This design comes from an exercise in tuning for a short achievable clock period and few clock cycles on the open sky130 flow, not from production work. Function was checked by simulation only, so behaviour that the tests miss may differ from the original. Power is estimated from default activity; no workload was simulated.

// MIPS
module MIPS(input clk, rst,
	output [31:0] imem_addr, input [31:0] imem_data,
	output [31:0] dmem_addr, output [31:0] dmem_wdata, output dmem_we, input [31:0] dmem_rdata);
	localparam [5:0] OP_R = 6'd0, OP_ADDI = 6'd1, OP_SLTI = 6'd2, OP_LW = 6'd3, OP_SW = 6'd4,
	                 OP_BEQ = 6'd5, OP_J = 6'd6, OP_JR = 6'd7, OP_JAL = 6'd8;
	reg  [31:0] pc;
	reg  [31:0] ras;               
	reg  [31:0] regs [1:31];
	reg  [3:0]  bt_v;
	reg  [7:0]  bt_tag [0:3];
	reg  [31:0] bt_tgt [0:3];
	reg  [1:0]  bt_ctr [0:3];
	reg         d_valid;
	reg         d_bp;              
	reg  [31:0] d_bpt;
	reg  [1:0]  d_bidx;
	reg  [7:0]  d_btag;
	reg  [31:0] d_ir, d_pc4, d_pred;
	reg  [31:1] d_rsoh, d_rtoh;    
	reg         x_valid;
	reg  [4:0]  x_dst;
	reg         x_we, x_lw, x_sw, x_beq, x_jr;
	reg  [15:0] x_imm;
	reg  [31:0] x_pc4, x_pred;
	reg  [31:0] x_a, x_b, x_o;     
	reg         x_rAdd, x_rSub, x_rAnd, x_rOr, x_rXor, x_rSlt, x_rLink;
	reg         x_bany, x_bsame;   
	reg         x_bp;
	reg  [31:0] x_bpt, x_btarget;
	reg  [1:0]  x_bidx;
	reg  [7:0]  x_btag;
	reg         m_we, m_lw;
	reg  [4:0]  m_dst;
	reg  [31:0] m_res;
	reg  [31:0] m_addr, m_sdata;   
	reg         m_sw;
	wire [31:0] r_add, x_res;
	alu u_alu (.a(x_a), .b(x_o), .link(x_pc4), .s_add(x_rAdd), .s_sub(x_rSub), .s_and(x_rAnd),
		.s_or(x_rOr), .s_xor(x_rXor), .s_slt(x_rSlt), .s_link(x_rLink), .res(x_res), .sum(r_add));
	wire        x_eq   = x_a == x_b;
	wire        x_jrok = x_a == x_pred;
	wire        x_taken = x_bany & (x_bsame | x_eq);
	wire        x_bpok  = x_taken & (x_bpt == x_btarget);
	wire        xr = x_valid & ((x_bp & ~x_bpok) | (~x_bp & x_beq & x_eq) | (x_jr & ~x_jrok));
  ...
export LEC_CHECK = 0
export ABC_CLOCK_PERIOD_IN_PS = 1000
export CAP_MARGIN = 20
export CORE_MARGIN = 2
export CORE_UTILIZATION = 40
export SLEW_MARGIN = 20
export SYNTH_HIERARCHICAL = 1
create_clock -name core_clock -period 10.5 [get_ports {clk}]
standard.sh (not shown) runs the stock make flow with config.mk's settings and CLKGATE_MAP_FILE= SYNTH_SCRIPT=/design/flow/synth_recipe.tcl, a recipe that flattens the netlist after the stock synthesis.
==> flow/flow/run.sh <==
#!/bin/bash
# Layout flow: the standard flow (its synthesis unchanged), with
# repair_timing aiming for setup slack beyond the design's clock period and
# the port buffers made from buf cells that the resizer can size.
set -o pipefail
bash standard.sh SETUP_SLACK_MARGIN=7.3 "BUFFER_PORTS_ARGS=-buffer_cell sky130_fd_sc_hd__buf_8" finish > standard.log 2>&1
Testbench counts at the start, summed over its fixed seeds: cycles 70,701.
==> next run, changes <==
- CORE_UTILIZATION: 40 -> 30
Outcome:
- The new run finished with timing, DRC and antenna clean
- clock-buffer cell count shrinks by 13
- design area grows by 1.4%
- sequential share of layout area shrinks by 0.66 points
- combinational power grows by about 2%

* * *

== the reference run ==
MIPS, a different RTL version from the one above (not shown whole).
Size: roughly 7,200 cells after synthesis, ~160 I/O pins, roughly 83,000 um^2 of cells after synthesis.
clock: 10.5 ns
lec_check: 0
abc_clock_period_in_ps: 1000
cap_margin: 20
core_margin: 2
core_utilization: 30
slew_margin: 20
synth_hierarchical: 1
Scripts as last shown in full above: flow/flow/run.sh
Testbench counts of the reference run, summed over its fixed seeds: cycles 70,391.
Setup changes, the reference run to the trial run
# the reference run
export LEC_CHECK = 0
export ABC_CLOCK_PERIOD_IN_PS = 1000
export CAP_MARGIN = 20
export CORE_MARGIN = 2
export CORE_UTILIZATION = 30
export SLEW_MARGIN = 20
export SYNTH_HIERARCHICAL = 1
create_clock -name core_clock -period 10.5 [get_ports {clk}]
# the trial run
export LEC_CHECK = 0
export ABC_CLOCK_PERIOD_IN_PS = 1000
export CAP_MARGIN = 20
export CORE_MARGIN = 2
export CORE_UTILIZATION = 40
export SLEW_MARGIN = 20
export SYNTH_HIERARCHICAL = 1
create_clock -name core_clock -period 10.5 [get_ports {clk}]
Findings:
The trial run completed every stage of the flow, and the final layout passed the timing, design-rule and antenna checks.
The lower initial cell density of the core of the trial run and the reference run is in the reference run.
Compared with the reference run, in the trial run design area rose 0.39%; post-synthesis to final-layout area growth now larger; leakage power of the design picked up an extra about 1.2%; area of the die -25%.
The higher post-detailed-route via-to-cell ratio came out of the trial run.
[diff] setup slack, the trial run relative to the reference run: regression
The part of the total power dissipated in the clock network of the trial run falls short of that of the reference run by 0.3 points.
On final critical delay including setup and external delays: between the trial run and the reference run, it ends up lower for the reference run.

re-timing with driven ports:
No port has a modelled driver above. Below, the same layouts with a new extraction and two added sets of constraints. Step 1 (the two cells are an assumption about what drives the block):
set clk [get_ports {clk}]
set_driving_cell -lib_cell sky130_fd_sc_hd__clkbuf_16 $clk
set_driving_cell -lib_cell sky130_fd_sc_hd__buf_2 [delete_from_list [all_inputs] $clk]
Step 2 times the ports against the registers' clock, not the clock port: input delays grow and output delays shrink by t, the midpoint of the rising clock arrivals with the driver on. a / b / c = ideal ports / drivers / drivers and shift; a / b = the first two.
run	t (ns)	slack for setup (ns)	cell pins on the clock port's net
the first run of note 1	0.930	6.923 / 6.830 / 6.395	1
the second run of note 1	0.948	6.880 / 6.778 / 6.355	1
the reference run	0.967	6.835 / 6.813 / 6.443	1
the trial run	0.966	6.725 / 6.725 / 6.426	1
After both steps every run listed still meets setup and hold. For the first run of note 1, which loses most, drivers alone change the setup slack by -0.093 ns; drivers and shift together by -0.528 ns.
